This design comes from an exercise in tuning for small area and a short achievable clock period on the open sky130 flow, not from production work.
No functional check of the RTL was part of any run shown here.
Power figures rest on the tool's default switching activity, not on a simulated workload.

==> flow/design.v (outline; a module is shown in full before it is edited, if it fits) <==
// module QE_M: 815 lines
// module qe_fa: 5 lines
// module qe_fs: 5 lines
// module qe_fc: 5 lines
// module qe_x2: 5 lines
// module qe_cy: 5 lines
// module qe_ha: 5 lines
module QE_M (clk, reset, in_a, in_b, in_c, in_x, mode, valid_in, last_input, valid_out, result);
  // ...
==> flow/flow/run.sh <==
#!/bin/bash
# The standard layout, with buf_2 cells as the port buffers.
bash standard.sh "BUFFER_PORTS_ARGS=-buffer_cell sky130_fd_sc_hd__buf_2" finish > standard.log 2>&1
==> flow/standard.sh <==
#!/bin/bash
# synth_recipe.tcl (not shown) runs the flow's synth.tcl, then flattens the netlist and writes it again
# the make line also repeats each setting of config.mk as NAME=value (left out here)
make -C /OpenROAD-flow-scripts/flow DESIGN_CONFIG=/design/flow/config.mk WORK_HOME=/design/flow/orfs CLKGATE_MAP_FILE= SYNTH_SCRIPT=/design/flow/synth_recipe.tcl "${@:-finish}"
==> flow/config.mk <==
export PLATFORM = sky130hd
export DESIGN_NAME = QE_M
export DESIGN_NICKNAME = QE_M
export VERILOG_FILES = /design/flow/design.v
export SDC_FILE = /design/flow/constraint.sdc
export NUM_CORES = 4
export LEC_CHECK = 0
export CAP_MARGIN = 20
export CORE_MARGIN = 2
export CORE_UTILIZATION = 40
export CTS_BUF_LIST = sky130_fd_sc_hd__clkbuf_8
export SETUP_SLACK_MARGIN = 4
export SLEW_MARGIN = 20
export SYNTH_HIERARCHICAL = 1
==> flow/constraint.sdc <==
create_clock -name core_clock -period 6.5 [get_ports {clk}]
set_input_delay 1.3000 -clock core_clock [delete_from_list [all_inputs] [get_ports {clk}]]
set_output_delay 1.3000 -clock core_clock [all_outputs]
set_load 0.01 [all_outputs]
==> summary.txt, run 1 <==
largest family of logic cells by synthesized area XOR/XNOR gates; Top delay family on crit path compound AO/OA/AOI/OAI gates; Placed Area 8980 µm²; Seq/total area approximately 33%; Slew @ Worst Pin 985 ps; dpl ws 3700 ps; status timing/DRC/antenna clean; crit-path cells xor2_2 > a22o_1 > xor2_2 > a22o_1 > xor2_1 > and4_1 > buf_4 > a22oi_2 > o211ai_4 > buf_4 > a31o_4 > xor2_1; P_sw 1.79 mW; Worst Skew between 15 and 20 ps; Worst Slack Setup Final 3870 ps; PortBufs 53; syn avg cell area 10.7 µm²; Compound-Gate Fraction of Synth Area 16.4%; # diodes 0; post-synthesis simple-gate area fraction 9.64%; Inserted Clock Buffers 17; nets 933; final wirelength 16.8 mm; Max FO, Critical Path 3; internal power between 2 and 3 mW; global-route wire length before repair 27.6 mm; post-detail-place hpwl 12.2 mm; R2R Setup Slk 3870 ps; metal2 WL roughly 7.6 mm; Rows 53; biggest regs R x16, Y x16; number of synthesized flops with an enable pin 0; Pwr Total around 4.4 mW; post-synthesis mux area share 0.266%; total core area 20,900 µm²; worst hold margin 332 ps; IO Pins 54; filler instances around 1,900; DR WL/cell ~15 µm; most numerous cell in the Yosys netlist xor2_1; Reg area 3240 µm²; clock network power share 17.1%; Iter 0 DRT Violations 365; CP Depth 12; Final clock-cell share 4.25%
==> inputs of run 2 (changes only) <==
--- a/flow/design.v
+++ b/flow/design.v
@@ -19,47 +19,47 @@
 reg [15:0] Y;
 reg        q1, q2, q3;   
 reg        lastd;        
 wire [15:0] S3a = {S3a15, S3a14, S3a13, S3a12, S3a11, S3a10, S3a9, S3a8, S3a7, S3a6, S3a5, S3a4, S3a3, S3a2, S3a1, S3a0};
 wire [15:0] S3b = {S3b15, S3b14, S3b13, S3b12, S3b11, S3b10, S3b9, S3b8, S3b7, S3b6, S3b5, S3b4, S3b3, S3b2, S3b1, S3b0};
 wire [15:0] S3s;
 wire [15:0] td_cp_p, td_cp_g, td_cp_c;
 qe_x2 td_cp_px0 (.a(S3a[0]), .b(S3b[0]), .y(td_cp_p[0]));
-assign td_cp_g[0] = S3a[0] & S3b[0];
+assign td_cp_g[0] = ~(S3a[0] | S3b[0]);
 qe_x2 td_cp_px1 (.a(S3a[1]), .b(S3b[1]), .y(td_cp_p[1]));
-assign td_cp_g[1] = S3a[1] & S3b[1];
+assign td_cp_g[1] = ~(S3a[1] | S3b[1]);
 qe_x2 td_cp_px2 (.a(S3a[2]), .b(S3b[2]), .y(td_cp_p[2]));
-assign td_cp_g[2] = S3a[2] & S3b[2];
+assign td_cp_g[2] = ~(S3a[2] | S3b[2]);
 qe_x2 td_cp_px3 (.a(S3a[3]), .b(S3b[3]), .y(td_cp_p[3]));
-assign td_cp_g[3] = S3a[3] & S3b[3];
+assign td_cp_g[3] = ~(S3a[3] | S3b[3]);
 qe_x2 td_cp_px4 (.a(S3a[4]), .b(S3b[4]), .y(td_cp_p[4]));
-assign td_cp_g[4] = S3a[4] & S3b[4];
+assign td_cp_g[4] = ~(S3a[4] | S3b[4]);
 qe_x2 td_cp_px5 (.a(S3a[5]), .b(S3b[5]), .y(td_cp_p[5]));
-assign td_cp_g[5] = S3a[5] & S3b[5];
+assign td_cp_g[5] = ~(S3a[5] | S3b[5]);
 qe_x2 td_cp_px6 (.a(S3a[6]), .b(S3b[6]), .y(td_cp_p[6]));
-assign td_cp_g[6] = S3a[6] & S3b[6];
+assign td_cp_g[6] = ~(S3a[6] | S3b[6]);
 qe_x2 td_cp_px7 (.a(S3a[7]), .b(S3b[7]), .y(td_cp_p[7]));
-assign td_cp_g[7] = S3a[7] & S3b[7];
+assign td_cp_g[7] = ~(S3a[7] | S3b[7]);
 qe_x2 td_cp_px8 (.a(S3a[8]), .b(S3b[8]), .y(td_cp_p[8]));
-assign td_cp_g[8] = S3a[8] & S3b[8];
+assign td_cp_g[8] = ~(S3a[8] | S3b[8]);
 qe_x2 td_cp_px9 (.a(S3a[9]), .b(S3b[9]), .y(td_cp_p[9]));
-assign td_cp_g[9] = S3a[9] & S3b[9];
+assign td_cp_g[9] = ~(S3a[9] | S3b[9]);
 qe_x2 td_cp_px10 (.a(S3a[10]), .b(S3b[10]), .y(td_cp_p[10]));
-assign td_cp_g[10] = S3a[10] & S3b[10];
+assign td_cp_g[10] = ~(S3a[10] | S3b[10]);
 qe_x2 td_cp_px11 (.a(S3a[11]), .b(S3b[11]), .y(td_cp_p[11]));
-assign td_cp_g[11] = S3a[11] & S3b[11];
+assign td_cp_g[11] = ~(S3a[11] | S3b[11]);
 qe_x2 td_cp_px12 (.a(S3a[12]), .b(S3b[12]), .y(td_cp_p[12]));
-assign td_cp_g[12] = S3a[12] & S3b[12];
+assign td_cp_g[12] = ~(S3a[12] | S3b[12]);
 qe_x2 td_cp_px13 (.a(S3a[13]), .b(S3b[13]), .y(td_cp_p[13]));
-assign td_cp_g[13] = S3a[13] & S3b[13];
+assign td_cp_g[13] = ~(S3a[13] | S3b[13]);
 qe_x2 td_cp_px14 (.a(S3a[14]), .b(S3b[14]), .y(td_cp_p[14]));
-assign td_cp_g[14] = S3a[14] & S3b[14];
+assign td_cp_g[14] = ~(S3a[14] | S3b[14]);
 qe_x2 td_cp_px15 (.a(S3a[15]), .b(S3b[15]), .y(td_cp_p[15]));
-assign td_cp_g[15] = S3a[15] & S3b[15];
+assign td_cp_g[15] = ~(S3a[15] | S3b[15]);
 wire td_cp_G0_1 = td_cp_g[1] | (td_cp_p[1] & td_cp_g[0]);
 wire td_cp_G0_3 = td_cp_g[3] | (td_cp_p[3] & td_cp_g[2]);
 wire td_cp_P0_3 = td_cp_p[3] & td_cp_p[2];
 wire td_cp_G0_5 = td_cp_g[5] | (td_cp_p[5] & td_cp_g[4]);
 wire td_cp_P0_5 = td_cp_p[5] & td_cp_p[4];
 wire td_cp_G0_7 = td_cp_g[7] | (td_cp_p[7] & td_cp_g[6]);
 wire td_cp_P0_7 = td_cp_p[7] & td_cp_p[6];
 wire td_cp_G0_9 = td_cp_g[9] | (td_cp_p[9] & td_cp_g[8]);
@@ -443,86 +443,86 @@
 qe_x2 te_cp_sx8 (.a(te_cp_p[8]), .b(te_cp_c[8]), .y(SBs[8]));
 qe_x2 te_cp_sx9 (.a(te_cp_p[9]), .b(te_cp_c[9]), .y(SBs[9]));
 qe_x2 te_cp_sx10 (.a(te_cp_p[10]), .b(te_cp_c[10]), .y(SBs[10]));
 qe_x2 te_cp_sx11 (.a(te_cp_p[11]), .b(te_cp_c[11]), .y(SBs[11]));
 qe_x2 te_cp_sx12 (.a(te_cp_p[12]), .b(te_cp_c[12]), .y(SBs[12]));
 qe_x2 te_cp_sx13 (.a(te_cp_p[13]), .b(te_cp_c[13]), .y(SBs[13]));
 qe_x2 te_cp_sx14 (.a(te_cp_p[14]), .b(te_cp_c[14]), .y(SBs[14]));
 qe_x2 te_cp_sx15 (.a(te_cp_p[15]), .b(te_cp_c[15]), .y(SBs[15]));
-assign pc_0_0 = ((bo[0] & R[0])) ^ bn[0];
-assign pc_0_1 = ((bo[0] & R[1]) | (bt[0] & R[0])) ^ bn[0];
-assign pc_0_2 = ((bo[0] & R[2]) | (bt[0] & R[1])) ^ bn[0];
-assign pc_0_3 = ((bo[0] & R[3]) | (bt[0] & R[2])) ^ bn[0];
-assign pc_0_4 = ((bo[0] & R[4]) | (bt[0] & R[3])) ^ bn[0];
-assign pc_0_5 = ((bo[0] & R[5]) | (bt[0] & R[4])) ^ bn[0];
-assign pc_0_6 = ((bo[0] & R[6]) | (bt[0] & R[5])) ^ bn[0];
-assign pc_0_7 = ((bo[0] & R[7]) | (bt[0] & R[6])) ^ bn[0];
-assign pc_0_8 = ((bo[0] & R[8]) | (bt[0] & R[7])) ^ bn[0];
-assign pc_0_9 = ((bo[0] & R[9]) | (bt[0] & R[8])) ^ bn[0];
-assign pc_0_10 = ((bo[0] & R[10]) | (bt[0] & R[9])) ^ bn[0];
-assign pc_0_11 = ((bo[0] & R[11]) | (bt[0] & R[10])) ^ bn[0];
-assign pc_0_12 = ((bo[0] & R[12]) | (bt[0] & R[11])) ^ bn[0];
-assign pc_0_13 = ((bo[0] & R[13]) | (bt[0] & R[12])) ^ bn[0];
-assign pc_0_14 = ((bo[0] & R[14]) | (bt[0] & R[13])) ^ bn[0];
-assign pc_0_15 = ((bo[0] & R[15]) | (bt[0] & R[14])) ^ bn[0];
-assign pc_neg_0 = bn[0];
-assign pc_1_2 = ((bo[1] & R[0]) | (keep2 & S3a[2])) ^ bn[1];
-assign pc_1_3 = ((bo[1] & R[1]) | (bt[1] & R[0]) | (keep2 & S3a[3])) ^ bn[1];
-assign pc_1_4 = ((bo[1] & R[2]) | (bt[1] & R[1]) | (keep2 & S3a[4])) ^ bn[1];
-assign pc_1_5 = ((bo[1] & R[3]) | (bt[1] & R[2]) | (keep2 & S3a[5])) ^ bn[1];
-assign pc_1_6 = ((bo[1] & R[4]) | (bt[1] & R[3]) | (keep2 & S3a[6])) ^ bn[1];
-assign pc_1_7 = ((bo[1] & R[5]) | (bt[1] & R[4]) | (keep2 & S3a[7])) ^ bn[1];
-assign pc_1_8 = ((bo[1] & R[6]) | (bt[1] & R[5]) | (keep2 & S3a[8])) ^ bn[1];
-assign pc_1_9 = ((bo[1] & R[7]) | (bt[1] & R[6]) | (keep2 & S3a[9])) ^ bn[1];
-assign pc_1_10 = ((bo[1] & R[8]) | (bt[1] & R[7]) | (keep2 & S3a[10])) ^ bn[1];
-assign pc_1_11 = ((bo[1] & R[9]) | (bt[1] & R[8]) | (keep2 & S3a[11])) ^ bn[1];
-assign pc_1_12 = ((bo[1] & R[10]) | (bt[1] & R[9]) | (keep2 & S3a[12])) ^ bn[1];
-assign pc_1_13 = ((bo[1] & R[11]) | (bt[1] & R[10]) | (keep2 & S3a[13])) ^ bn[1];
-assign pc_1_14 = ((bo[1] & R[12]) | (bt[1] & R[11]) | (keep2 & S3a[14])) ^ bn[1];
-assign pc_1_15 = ((bo[1] & R[13]) | (bt[1] & R[12]) | (keep2 & S3a[15])) ^ bn[1];
-assign pc_neg_1 = bn[1];
-assign pc_2_4 = ((bo[2] & R[0]) | (keep2 & S3b[4])) ^ bn[2];
-assign pc_2_5 = ((bo[2] & R[1]) | (bt[2] & R[0]) | (keep2 & S3b[5])) ^ bn[2];
-assign pc_2_6 = ((bo[2] & R[2]) | (bt[2] & R[1]) | (keep2 & S3b[6])) ^ bn[2];
-assign pc_2_7 = ((bo[2] & R[3]) | (bt[2] & R[2]) | (keep2 & S3b[7])) ^ bn[2];
-assign pc_2_8 = ((bo[2] & R[4]) | (bt[2] & R[3]) | (keep2 & S3b[8])) ^ bn[2];
-assign pc_2_9 = ((bo[2] & R[5]) | (bt[2] & R[4]) | (keep2 & S3b[9])) ^ bn[2];
-assign pc_2_10 = ((bo[2] & R[6]) | (bt[2] & R[5]) | (keep2 & S3b[10])) ^ bn[2];
-assign pc_2_11 = ((bo[2] & R[7]) | (bt[2] & R[6]) | (keep2 & S3b[11])) ^ bn[2];
-assign pc_2_12 = ((bo[2] & R[8]) | (bt[2] & R[7]) | (keep2 & S3b[12])) ^ bn[2];
-assign pc_2_13 = ((bo[2] & R[9]) | (bt[2] & R[8]) | (keep2 & S3b[13])) ^ bn[2];
-assign pc_2_14 = ((bo[2] & R[10]) | (bt[2] & R[9]) | (keep2 & S3b[14])) ^ bn[2];
-assign pc_2_15 = ((bo[2] & R[11]) | (bt[2] & R[10]) | (keep2 & S3b[15])) ^ bn[2];
-assign pc_neg_2 = bn[2];
-assign pc_3_6 = ((bo[3] & R[0])) ^ bn[3];
-assign pc_3_7 = ((bo[3] & R[1]) | (bt[3] & R[0])) ^ bn[3];
-assign pc_3_8 = ((bo[3] & R[2]) | (bt[3] & R[1])) ^ bn[3];
-assign pc_3_9 = ((bo[3] & R[3]) | (bt[3] & R[2])) ^ bn[3];
-assign pc_3_10 = ((bo[3] & R[4]) | (bt[3] & R[3])) ^ bn[3];
-assign pc_3_11 = ((bo[3] & R[5]) | (bt[3] & R[4])) ^ bn[3];
-assign pc_3_12 = ((bo[3] & R[6]) | (bt[3] & R[5])) ^ bn[3];
-assign pc_3_13 = ((bo[3] & R[7]) | (bt[3] & R[6])) ^ bn[3];
-assign pc_3_14 = ((bo[3] & R[8]) | (bt[3] & R[7])) ^ bn[3];
-assign pc_3_15 = ((bo[3] & R[9]) | (bt[3] & R[8])) ^ bn[3];
-assign pc_neg_3 = bn[3];
-assign pc_4_8 = x7 & R[0];
-assign pc_4_9 = x7 & R[1];
-assign pc_4_10 = x7 & R[2];
-assign pc_4_11 = x7 & R[3];
-assign pc_4_12 = x7 & R[4];
-assign pc_4_13 = x7 & R[5];
-assign pc_4_14 = x7 & R[6];
-assign pc_4_15 = x7 & R[7];
-assign pc_acc_1_0 = keep2 & S3a[0];
-assign pc_acc_1_1 = keep2 & S3a[1];
-assign pc_acc_2_0 = keep2 & S3b[0];
-assign pc_acc_2_1 = keep2 & S3b[1];
-assign pc_acc_2_2 = keep2 & S3b[2];
-assign pc_acc_2_3 = keep2 & S3b[3];
+assign pc_0_0 = ~(((bo[0] & R[0])) ^ bn[0]);
+assign pc_0_1 = ~(((bo[0] & R[1]) | (bt[0] & R[0])) ^ bn[0]);
+assign pc_0_2 = ~(((bo[0] & R[2]) | (bt[0] & R[1])) ^ bn[0]);
+assign pc_0_3 = ~(((bo[0] & R[3]) | (bt[0] & R[2])) ^ bn[0]);
+assign pc_0_4 = ~(((bo[0] & R[4]) | (bt[0] & R[3])) ^ bn[0]);
+assign pc_0_5 = ~(((bo[0] & R[5]) | (bt[0] & R[4])) ^ bn[0]);
+assign pc_0_6 = ~(((bo[0] & R[6]) | (bt[0] & R[5])) ^ bn[0]);
+assign pc_0_7 = ~(((bo[0] & R[7]) | (bt[0] & R[6])) ^ bn[0]);
+assign pc_0_8 = ~(((bo[0] & R[8]) | (bt[0] & R[7])) ^ bn[0]);
+assign pc_0_9 = ~(((bo[0] & R[9]) | (bt[0] & R[8])) ^ bn[0]);
+assign pc_0_10 = ~(((bo[0] & R[10]) | (bt[0] & R[9])) ^ bn[0]);
+assign pc_0_11 = ~(((bo[0] & R[11]) | (bt[0] & R[10])) ^ bn[0]);
+assign pc_0_12 = ~(((bo[0] & R[12]) | (bt[0] & R[11])) ^ bn[0]);
+assign pc_0_13 = ~(((bo[0] & R[13]) | (bt[0] & R[12])) ^ bn[0]);
+assign pc_0_14 = ~(((bo[0] & R[14]) | (bt[0] & R[13])) ^ bn[0]);
+assign pc_0_15 = ~(((bo[0] & R[15]) | (bt[0] & R[14])) ^ bn[0]);
+assign pc_neg_0 = ~bn[0];
+assign pc_1_2 = ~(((bo[1] & R[0]) | (keep2 & ~S3a[2])) ^ bn[1]);
+assign pc_1_3 = ~(((bo[1] & R[1]) | (bt[1] & R[0]) | (keep2 & ~S3a[3])) ^ bn[1]);
+assign pc_1_4 = ~(((bo[1] & R[2]) | (bt[1] & R[1]) | (keep2 & ~S3a[4])) ^ bn[1]);
+assign pc_1_5 = ~(((bo[1] & R[3]) | (bt[1] & R[2]) | (keep2 & ~S3a[5])) ^ bn[1]);
+assign pc_1_6 = ~(((bo[1] & R[4]) | (bt[1] & R[3]) | (keep2 & ~S3a[6])) ^ bn[1]);
+assign pc_1_7 = ~(((bo[1] & R[5]) | (bt[1] & R[4]) | (keep2 & ~S3a[7])) ^ bn[1]);
+assign pc_1_8 = ~(((bo[1] & R[6]) | (bt[1] & R[5]) | (keep2 & ~S3a[8])) ^ bn[1]);
+assign pc_1_9 = ~(((bo[1] & R[7]) | (bt[1] & R[6]) | (keep2 & ~S3a[9])) ^ bn[1]);
+assign pc_1_10 = ~(((bo[1] & R[8]) | (bt[1] & R[7]) | (keep2 & ~S3a[10])) ^ bn[1]);
+assign pc_1_11 = ~(((bo[1] & R[9]) | (bt[1] & R[8]) | (keep2 & ~S3a[11])) ^ bn[1]);
+assign pc_1_12 = ~(((bo[1] & R[10]) | (bt[1] & R[9]) | (keep2 & ~S3a[12])) ^ bn[1]);
+assign pc_1_13 = ~(((bo[1] & R[11]) | (bt[1] & R[10]) | (keep2 & ~S3a[13])) ^ bn[1]);
+assign pc_1_14 = ~(((bo[1] & R[12]) | (bt[1] & R[11]) | (keep2 & ~S3a[14])) ^ bn[1]);
+assign pc_1_15 = ~(((bo[1] & R[13]) | (bt[1] & R[12]) | (keep2 & ~S3a[15])) ^ bn[1]);
+assign pc_neg_1 = ~bn[1];
+assign pc_2_4 = ~(((bo[2] & R[0]) | (keep2 & ~S3b[4])) ^ bn[2]);
+assign pc_2_5 = ~(((bo[2] & R[1]) | (bt[2] & R[0]) | (keep2 & ~S3b[5])) ^ bn[2]);
+assign pc_2_6 = ~(((bo[2] & R[2]) | (bt[2] & R[1]) | (keep2 & ~S3b[6])) ^ bn[2]);
+assign pc_2_7 = ~(((bo[2] & R[3]) | (bt[2] & R[2]) | (keep2 & ~S3b[7])) ^ bn[2]);
+assign pc_2_8 = ~(((bo[2] & R[4]) | (bt[2] & R[3]) | (keep2 & ~S3b[8])) ^ bn[2]);
+assign pc_2_9 = ~(((bo[2] & R[5]) | (bt[2] & R[4]) | (keep2 & ~S3b[9])) ^ bn[2]);
+assign pc_2_10 = ~(((bo[2] & R[6]) | (bt[2] & R[5]) | (keep2 & ~S3b[10])) ^ bn[2]);
+assign pc_2_11 = ~(((bo[2] & R[7]) | (bt[2] & R[6]) | (keep2 & ~S3b[11])) ^ bn[2]);
+assign pc_2_12 = ~(((bo[2] & R[8]) | (bt[2] & R[7]) | (keep2 & ~S3b[12])) ^ bn[2]);
+assign pc_2_13 = ~(((bo[2] & R[9]) | (bt[2] & R[8]) | (keep2 & ~S3b[13])) ^ bn[2]);
+assign pc_2_14 = ~(((bo[2] & R[10]) | (bt[2] & R[9]) | (keep2 & ~S3b[14])) ^ bn[2]);
+assign pc_2_15 = ~(((bo[2] & R[11]) | (bt[2] & R[10]) | (keep2 & ~S3b[15])) ^ bn[2]);
+assign pc_neg_2 = ~bn[2];
+assign pc_3_6 = ~(((bo[3] & R[0])) ^ bn[3]);
+assign pc_3_7 = ~(((bo[3] & R[1]) | (bt[3] & R[0])) ^ bn[3]);
+assign pc_3_8 = ~(((bo[3] & R[2]) | (bt[3] & R[1])) ^ bn[3]);
+assign pc_3_9 = ~(((bo[3] & R[3]) | (bt[3] & R[2])) ^ bn[3]);
+assign pc_3_10 = ~(((bo[3] & R[4]) | (bt[3] & R[3])) ^ bn[3]);
+assign pc_3_11 = ~(((bo[3] & R[5]) | (bt[3] & R[4])) ^ bn[3]);
+assign pc_3_12 = ~(((bo[3] & R[6]) | (bt[3] & R[5])) ^ bn[3]);
+assign pc_3_13 = ~(((bo[3] & R[7]) | (bt[3] & R[6])) ^ bn[3]);
+assign pc_3_14 = ~(((bo[3] & R[8]) | (bt[3] & R[7])) ^ bn[3]);
+assign pc_3_15 = ~(((bo[3] & R[9]) | (bt[3] & R[8])) ^ bn[3]);
+assign pc_neg_3 = ~bn[3];
+assign pc_4_8 = ~(x7 & R[0]);
+assign pc_4_9 = ~(x7 & R[1]);
+assign pc_4_10 = ~(x7 & R[2]);
+assign pc_4_11 = ~(x7 & R[3]);
+assign pc_4_12 = ~(x7 & R[4]);
+assign pc_4_13 = ~(x7 & R[5]);
+assign pc_4_14 = ~(x7 & R[6]);
+assign pc_4_15 = ~(x7 & R[7]);
+assign pc_acc_1_0 = ~(keep2 & ~S3a[0]);
+assign pc_acc_1_1 = ~(keep2 & ~S3a[1]);
+assign pc_acc_2_0 = ~(keep2 & ~S3b[0]);
+assign pc_acc_2_1 = ~(keep2 & ~S3b[1]);
+assign pc_acc_2_2 = ~(keep2 & ~S3b[2]);
+assign pc_acc_2_3 = ~(keep2 & ~S3b[3]);
 wire tc_1, tc_2, tc_3, tc_4, tc_5, tc_6, tc_7, tc_8;
 wire tc_9, tc_10, tc_11, tc_12, tc_13, tc_14, tc_15, tc_16;
 wire tc_17, tc_18, tc_19, tc_20, tc_21, tc_22, tc_23, tc_24;
 wire tc_25, tc_26, tc_27, tc_28, tc_29, tc_30, tc_31, tc_32;
 wire tc_33, tc_34, tc_35, tc_36, tc_37, tc_38, tc_39, tc_40;
 wire tc_41, tc_42, tc_43, tc_44, tc_45, tc_46, tc_47, tc_48;
 wire tc_49, tc_50, tc_51, tc_52, tc_53, tc_54, tc_55, tc_56;
 wire tc_57, tc_58, tc_59, tc_60, tc_61, tc_62, tc_63, tc_64;
@@ -533,82 +533,82 @@
 wire tc_97, tc_98, tc_99, tc_100, tc_101, tc_102, tc_103, tc_104;
 wire tc_105, tc_106, tc_107, tc_108, tc_109, tc_110, tc_111, tc_112;
 wire tc_113, tc_114, tc_115, tc_116, tc_117, tc_118, tc_119, tc_120;
 wire tc_121, tc_122, tc_123, tc_124, tc_125, tc_126, tc_127, tc_128;
 wire tc_129, tc_130, tc_131, tc_132, tc_133, tc_134, tc_135, tc_136;
 wire tc_137, tc_138, tc_139, tc_140, tc_141, tc_142, tc_143, tc_144;
 wire tc_145, tc_146, tc_147, tc_148, tc_149, tc_150, tc_151, tc_152;
 wire tc_153, tc_154, tc_155, tc_156, tc_157, tc_158;
-assign tc_1 = pc_neg_0 ^ C2[0];
-assign tc_2 = pc_neg_0 & C2[0];
-assign tc_3 = C2[1] ^ pc_acc_1_1;
-assign tc_4 = C2[1] & pc_acc_1_1;
+assign tc_1 = ~(pc_neg_0 ^ C2[0]);
+assign tc_2 = pc_neg_0 | C2[0];
+assign tc_3 = ~(C2[1] ^ pc_acc_1_1);
+assign tc_4 = C2[1] | pc_acc_1_1;
 qe_x2 tc_xp0 (.a(pc_neg_1), .b(C2[2]), .y(tc_7));
 qe_x2 tc_xs0 (.a(tc_7), .b(pc_acc_2_2), .y(tc_5));
 qe_cy tc_cy0 (.a(pc_neg_1), .b(C2[2]), .c(pc_acc_2_2), .p(tc_7), .co(tc_6));
-assign tc_8 = C2[3] ^ pc_acc_2_3;
-assign tc_9 = C2[3] & pc_acc_2_3;
+assign tc_8 = ~(C2[3] ^ pc_acc_2_3);
+assign tc_9 = C2[3] | pc_acc_2_3;
 qe_x2 tc_xp1 (.a(pc_neg_2), .b(C2[4]), .y(tc_12));
 qe_x2 tc_xs1 (.a(tc_12), .b(pc_0_4), .y(tc_10));
 qe_cy tc_cy1 (.a(pc_neg_2), .b(C2[4]), .c(pc_0_4), .p(tc_12), .co(tc_11));
-assign tc_13 = C2[5] ^ pc_0_5;
-assign tc_14 = C2[5] & pc_0_5;
+assign tc_13 = ~(C2[5] ^ pc_0_5);
+assign tc_14 = C2[5] | pc_0_5;
 qe_x2 tc_xp2 (.a(pc_neg_3), .b(C2[6]), .y(tc_17));
 qe_x2 tc_xs2 (.a(tc_17), .b(pc_0_6), .y(tc_15));
 qe_cy tc_cy2 (.a(pc_neg_3), .b(C2[6]), .c(pc_0_6), .p(tc_17), .co(tc_16));
-assign tc_18 = pc_1_6 ^ pc_2_6;
-assign tc_19 = pc_1_6 & pc_2_6;
+assign tc_18 = ~(pc_1_6 ^ pc_2_6);
+assign tc_19 = pc_1_6 | pc_2_6;
 qe_x2 tc_xp3 (.a(C2[7]), .b(pc_0_7), .y(tc_22));
 qe_x2 tc_xs3 (.a(tc_22), .b(pc_1_7), .y(tc_20));
 qe_cy tc_cy3 (.a(C2[7]), .b(pc_0_7), .c(pc_1_7), .p(tc_22), .co(tc_21));
-assign tc_23 = pc_2_7 ^ pc_3_7;
-assign tc_24 = pc_2_7 & pc_3_7;
+assign tc_23 = ~(pc_2_7 ^ pc_3_7);
+assign tc_24 = pc_2_7 | pc_3_7;
 qe_x2 tc_xp4 (.a(pc_4_8), .b(pc_0_8), .y(tc_27));
 qe_x2 tc_xs4 (.a(tc_27), .b(pc_1_8), .y(tc_25));
 qe_cy tc_cy4 (.a(pc_4_8), .b(pc_0_8), .c(pc_1_8), .p(tc_27), .co(tc_26));
-assign tc_28 = pc_2_8 ^ pc_3_8;
-assign tc_29 = pc_2_8 & pc_3_8;
+assign tc_28 = ~(pc_2_8 ^ pc_3_8);
+assign tc_29 = pc_2_8 | pc_3_8;
 qe_x2 tc_xp5 (.a(pc_4_9), .b(pc_0_9), .y(tc_32));
 qe_x2 tc_xs5 (.a(tc_32), .b(pc_1_9), .y(tc_30));
 qe_cy tc_cy5 (.a(pc_4_9), .b(pc_0_9), .c(pc_1_9), .p(tc_32), .co(tc_31));
-assign tc_33 = pc_2_9 ^ pc_3_9;
-assign tc_34 = pc_2_9 & pc_3_9;
+assign tc_33 = ~(pc_2_9 ^ pc_3_9);
+assign tc_34 = pc_2_9 | pc_3_9;
 qe_x2 tc_xp6 (.a(pc_4_10), .b(pc_0_10), .y(tc_37));
 qe_x2 tc_xs6 (.a(tc_37), .b(pc_1_10), .y(tc_35));
 qe_cy tc_cy6 (.a(pc_4_10), .b(pc_0_10), .c(pc_1_10), .p(tc_37), .co(tc_36));
-assign tc_38 = pc_2_10 ^ pc_3_10;
-assign tc_39 = pc_2_10 & pc_3_10;
+assign tc_38 = ~(pc_2_10 ^ pc_3_10);
+assign tc_39 = pc_2_10 | pc_3_10;
 qe_x2 tc_xp7 (.a(pc_4_11), .b(pc_0_11), .y(tc_42));
 qe_x2 tc_xs7 (.a(tc_42), .b(pc_1_11), .y(tc_40));
 qe_cy tc_cy7 (.a(pc_4_11), .b(pc_0_11), .c(pc_1_11), .p(tc_42), .co(tc_41));
-assign tc_43 = pc_2_11 ^ pc_3_11;
-assign tc_44 = pc_2_11 & pc_3_11;
+assign tc_43 = ~(pc_2_11 ^ pc_3_11);
+assign tc_44 = pc_2_11 | pc_3_11;
 qe_x2 tc_xp8 (.a(pc_4_12), .b(pc_0_12), .y(tc_47));
 qe_x2 tc_xs8 (.a(tc_47), .b(pc_1_12), .y(tc_45));
 qe_cy tc_cy8 (.a(pc_4_12), .b(pc_0_12), .c(pc_1_12), .p(tc_47), .co(tc_46));
-assign tc_48 = pc_2_12 ^ pc_3_12;
-assign tc_49 = pc_2_12 & pc_3_12;
+assign tc_48 = ~(pc_2_12 ^ pc_3_12);
+assign tc_49 = pc_2_12 | pc_3_12;
 qe_x2 tc_xp9 (.a(pc_4_13), .b(pc_0_13), .y(tc_52));
 qe_x2 tc_xs9 (.a(tc_52), .b(pc_1_13), .y(tc_50));
 qe_cy tc_cy9 (.a(pc_4_13), .b(pc_0_13), .c(pc_1_13), .p(tc_52), .co(tc_51));
-assign tc_53 = pc_2_13 ^ pc_3_13;
-assign tc_54 = pc_2_13 & pc_3_13;
+assign tc_53 = ~(pc_2_13 ^ pc_3_13);
+assign tc_54 = pc_2_13 | pc_3_13;
 qe_x2 tc_xp10 (.a(pc_4_14), .b(pc_0_14), .y(tc_57));
 qe_x2 tc_xs10 (.a(tc_57), .b(pc_1_14), .y(tc_55));
 qe_cy tc_cy10 (.a(pc_4_14), .b(pc_0_14), .c(pc_1_14), .p(tc_57), .co(tc_56));
-assign tc_58 = pc_2_14 ^ pc_3_14;
-assign tc_59 = pc_2_14 & pc_3_14;
+assign tc_58 = ~(pc_2_14 ^ pc_3_14);
+assign tc_59 = pc_2_14 | pc_3_14;
 qe_x2 tc_xp11 (.a(pc_4_15), .b(pc_0_15), .y(tc_62));
 qe_x2 tc_xs11 (.a(tc_62), .b(pc_1_15), .y(tc_60));
 qe_cy tc_cy11 (.a(pc_4_15), .b(pc_0_15), .c(pc_1_15), .p(tc_62), .co(tc_61));
-assign tc_63 = pc_2_15 ^ pc_3_15;
-assign tc_64 = pc_2_15 & pc_3_15;
-assign tc_65 = pc_acc_1_0 ^ pc_acc_2_0;
-assign tc_66 = pc_acc_1_0 & pc_acc_2_0;
+assign tc_63 = ~(pc_2_15 ^ pc_3_15);
+assign tc_64 = pc_2_15 | pc_3_15;
+assign tc_65 = ~(pc_acc_1_0 ^ pc_acc_2_0);
+assign tc_66 = pc_acc_1_0 | pc_acc_2_0;
 qe_x2 tc_xp12 (.a(pc_acc_2_1), .b(tc_2), .y(tc_69));
 qe_x2 tc_xs12 (.a(tc_69), .b(pc_0_1), .y(tc_67));
 qe_cy tc_cy12 (.a(pc_acc_2_1), .b(tc_2), .c(pc_0_1), .p(tc_69), .co(tc_68));
 qe_x2 tc_xp13 (.a(pc_0_2), .b(pc_1_2), .y(tc_72));
 qe_x2 tc_xs13 (.a(tc_72), .b(tc_4), .y(tc_70));
 qe_cy tc_cy13 (.a(pc_0_2), .b(pc_1_2), .c(tc_4), .p(tc_72), .co(tc_71));
 qe_x2 tc_xp14 (.a(pc_0_3), .b(pc_1_3), .y(tc_75));
 qe_x2 tc_xs14 (.a(tc_75), .b(tc_8), .y(tc_73));
@@ -644,18 +644,18 @@
 qe_x2 tc_xs24 (.a(tc_105), .b(tc_46), .y(tc_103));
 qe_cy tc_cy24 (.a(tc_49), .b(tc_53), .c(tc_46), .p(tc_105), .co(tc_104));
 qe_x2 tc_xp25 (.a(tc_54), .b(tc_58), .y(tc_108));
 qe_x2 tc_xs25 (.a(tc_108), .b(tc_51), .y(tc_106));
 qe_cy tc_cy25 (.a(tc_54), .b(tc_58), .c(tc_51), .p(tc_108), .co(tc_107));
 qe_x2 tc_xp26 (.a(tc_59), .b(tc_63), .y(tc_111));
 qe_x2 tc_xs26 (.a(tc_111), .b(tc_56), .y(tc_109));
 qe_cy tc_cy26 (.a(tc_59), .b(tc_63), .c(tc_56), .p(tc_111), .co(tc_110));
-assign tc_112 = pc_0_0 ^ tc_1;
-assign tc_113 = pc_0_0 & tc_1;
+assign tc_112 = ~(pc_0_0 ^ tc_1);
+assign tc_113 = pc_0_0 | tc_1;
 qe_x2 tc_xp27 (.a(tc_66), .b(tc_3), .y(tc_116));
 qe_x2 tc_xs27 (.a(tc_116), .b(tc_67), .y(tc_114));
 qe_cy tc_cy27 (.a(tc_66), .b(tc_3), .c(tc_67), .p(tc_116), .co(tc_115));
 qe_x2 tc_xp28 (.a(tc_5), .b(tc_68), .y(tc_119));
 qe_x2 tc_xs28 (.a(tc_119), .b(tc_70), .y(tc_117));
 qe_cy tc_cy28 (.a(tc_5), .b(tc_68), .c(tc_70), .p(tc_119), .co(tc_118));
 qe_x2 tc_xp29 (.a(tc_6), .b(tc_71), .y(tc_122));
 qe_x2 tc_xs29 (.a(tc_122), .b(tc_73), .y(tc_120));
@@ -745,17 +745,17 @@
 	T1c2 <= pa_2_0;
 	T1d2 <= bg[2];
 	T1a1 <= pa_0_1;
 	T1b1 <= pa_1_0;
 	T1c1 <= bg[1];
 	T1a0 <= pa_0_0;
 	T1b0 <= bg[0];
 	X1 <= mode ? {7'd0, valid_in} : in_x;
-	C1 <= in_c & {8{~mode}};
+	C1 <= ~(in_c & {8{~mode}});
 	m1 <= mode;
 	f1 <= lastd;
 	R  <= SBs;
 	for (i = 0; i < 4; i = i + 1) begin
 		bo[i] <= X1[2*i] ^ xm[2*i];
 		bt[i] <= (X1[2*i+1] & ~X1[2*i] & ~xm[2*i]) | (~X1[2*i+1] & X1[2*i] & xm[2*i]);
 		bn[i] <= X1[2*i+1];
 	end
==> run 2 against run 1 <==
Via count up 4.4%. Area after synthesis increased by 2.3%. Worst hold slack hardly changed. Critical path type unchanged. Largest cell class unchanged.
==> summary.txt, run 2 <==
hold depth 0; initial antenna violation count 0; total core area 21,200 µm² (+1.3%); filler instances 2,028 (+4.3%); post-placement cell count about 1,200; top cell type's share of synthesized area 35.8%; Yosys top cell by area dfxtp_1; Syn Inst Count 858; Iter 0 DRT Violations 441 (+21%); GRT Total Usage 15.6%; commonest non-fill, non-tap cell in the layout xor2_1; Slew @ Worst Pin 654 ps (-332 ps); Req. time, crit path 6830 ps; sequential fraction of the synthesis area 37.3%; peak supply drop 0.141 mV; grt total ovfl 0; hold buffer count at cts 0; CP endpoint kind flop; synthesized flop and latch total 160; Post-synth top cells xor2_1, dfxtp_1, inv_1; Synth async-reset ratio 3.13%; Syn. warnings 7; Horiz. Die Dim 151 µm; # setup viols final 0; # diodes 0 (unchanged); layout cell share with drive strength beyond 1 15.2%; Rows 53 (unchanged); Reg area 3240 µm² (unchanged); biggest regs R x16, Y x16; Max Cap Viol 0; min Tclk post-route 2740 ps; TritonCTS clock tree yes; status timing/DRC/antenna clean; number of synthesized flops with an enable pin 0 (unchanged); global-route wire length before repair 28.0 mm (+1.5%); most numerous cell in the Yosys netlist xor2_1; Hold Crit Class flop to flop; Vias 5,987; Post-DRT Antenna Nets 0; Reg2Reg Depth 12; DR WL/cell 14.0 µm (-4.7%); via density per instance slightly below 5; CTS sink cnt between 150 and 200; RSZ-0062 raised after global routing true; dpl ws 3590 ps (-109 ps); clock slew at reported path FFs ~90 ps; Main synth FF type dfxtp_1; top post-synthesis cells by area dfxtp_1, xor2_1, a22o_1; R2R Setup Slk 3760 ps (-120 ps); final wirelength 17.0 mm (+1.2%); CTS Root Cell clkbuf_8; final core utilization 46.5%; initial core utilization 40.9%; synth unique cells 48; Worst Skew 12.7 ps (-5.99 ps); CP Data Arrival Time 3070 ps; PD cells 467 nW/µm²; Final Wtd Congestion 0.786; period utilisation layout 42.2%; IO Pins 54 (unchanged); mapped cell area 8660 µm²; Inserted Clock Buffers 17 (unchanged); syn avg cell area 10.1 µm² (-5.9%); DRC Markers 0; Min-Delay Startpoint C1[4]; die area 22,800 µm²; fmax 364 MHz; TNS Setup 0 ps; Hold Path Sink C2[4]; number of global-route vias before repair between 5,000 and 6,000; post-route insts no fill 1,213; CTS H-tree lvls 4; PortBufs 53 (unchanged); Pleak 4.48 nW; largest net degree at the start of global routing 33; Die Y-Extent 151 µm; critical path class flop to flop; slew margin rel. 56.4%; Worst Slack Setup Final 3760 ps (-117 ps); reg2reg start T1a3; r2r endpoint R[10]; clock latency on the worst-skew pair 450 ps; crit path launch type flop; most frequent cells in the layout xor2_1, dfxtp_1, inv_1; Hold Vio Cnt, Final 0; drt pass-1 iters 6; Multi-input gate area 5170 µm²; nets 1,005 (+7.7%); Max FO, Critical Path 3 (unchanged); final slew viol count 0; Area Overhead vs Synth 13.6%; post-detail-place hpwl 12.3 mm (+0.96%); Max clock buf depth 2
run 2: through the flow:
stage          power (mW)  hold slack (ps)  area [µm²]
3_3_place_gp         3.73              311        9190
6_report             4.59              331        9830
4_1_cts              4.57              333        9700
5_1_grt              4.99              342        9830
2_1_floorplan        3.34              310        8690
3_5_place_dp         3.76              312        9190
run 2: Yosys stat by module, one instance, submodules excluded:
module / flops+latches / times used
QE_M: 160 / 1
qe_fa: 0 / 20
qe_x2: 0 / 192
qe_cy: 0 / 61
qe_ha: 0 / 5
run 2: logic make-up after synthesis:
logic type	synth area share (%)
xor gates and xnor gates	25.1
DFF	37.3
AOI/OAI and AO/OA	15.2
and+or+nand+nor	9.89
buffers and inverters	4.39
adders and majority gates	7.80
muxes	0.260
other	0.0433
run 2: per-layer routing:
metal	track usage, %	part of all wire, %	vias up
li1	-	-	3007
met2	25.8	47	124
met1	21.0	48	2843
met3	2.77	3.8	13
met5	0	0	-
met4	4.63	1.1	0
run 2: power by group:
group          switching [mW]  internal (mW)  total, mW
logic                    1.23           1.11       2.34
clock network           0.372          0.338      0.710
registers               0.253           1.28       1.54
total                    1.85           2.74       4.59
run 2: worst max-delay path by stage:
stage,start,end,slack (ps),cells past startpoint
2_1_floorplan,T1a3,R[15],3880,12
4_1_cts,T1a3,R[10],3810,11
3_3_place_gp,T1b5,R[15],3680,12
5_1_grt,T1b3,R[15],3610,12
6_report,T1a3,R[10],3760,12
3_5_place_dp,T1a3,R[15],3590,12
run 2: area by class of cell:
cell class | instances | area share [%]
tap | 275 | 3.50
inverter | 71 | 2.75
multi-input combinational | 601 | 52.5
clock buffer | 17 | 2.38
sequential | 160 | 33.0
clock inverter | 14 | 1.45
timing repair buffer | 75 | 4.42
run 2: repair_timing:
item,4_1_cts,5_1_grt
resized for setup,3,19
pin swaps,12,20
setup endpoints to repair,8,27
setup buffers,16,5
run 2: critical path: stages, from the launching register on:
cell and delay (ps):
dfxtp_2 340, xor2_2 180, a22o_1 230, xor2_2 160
a22o_1 230, xor2_1 160, buf_4 150, a32oi_2 180
o21ai_1 80, a211o_1 350, buf_4 160, a31o_2 240
xor2_1 160

## re-timing with driven ports
The flow's constraints put no driver on any port. The routed layouts listed below were extracted and timed again, unchanged, in two steps. Step 1: set_driving_cell puts a clkbuf_16 on clk and a buf_2 on each other input, an assumption about the parent block. Step 2, shift: input delay + t, output delay - t, t = (earliest + latest rising clock arrival at the registers) / 2. This alone moves slack from input paths to output paths. Three values: ideal ports, drivers, drivers and shift; two values: the first two.
run	t (ns)	setup WS [ns]	worst hold slack (ns)
run 1	0.486	3.872 / 3.872 / 3.757	0.332 / 0.332 / 0.332
run 2	0.483	3.755 / 3.755 / 3.755	0.331 / 0.331 / 0.331
After both steps every run listed still meets setup and hold. The setup slack of run 1, which loses most, moves by 0.000 ns with the drivers and by -0.115 ns with both steps.
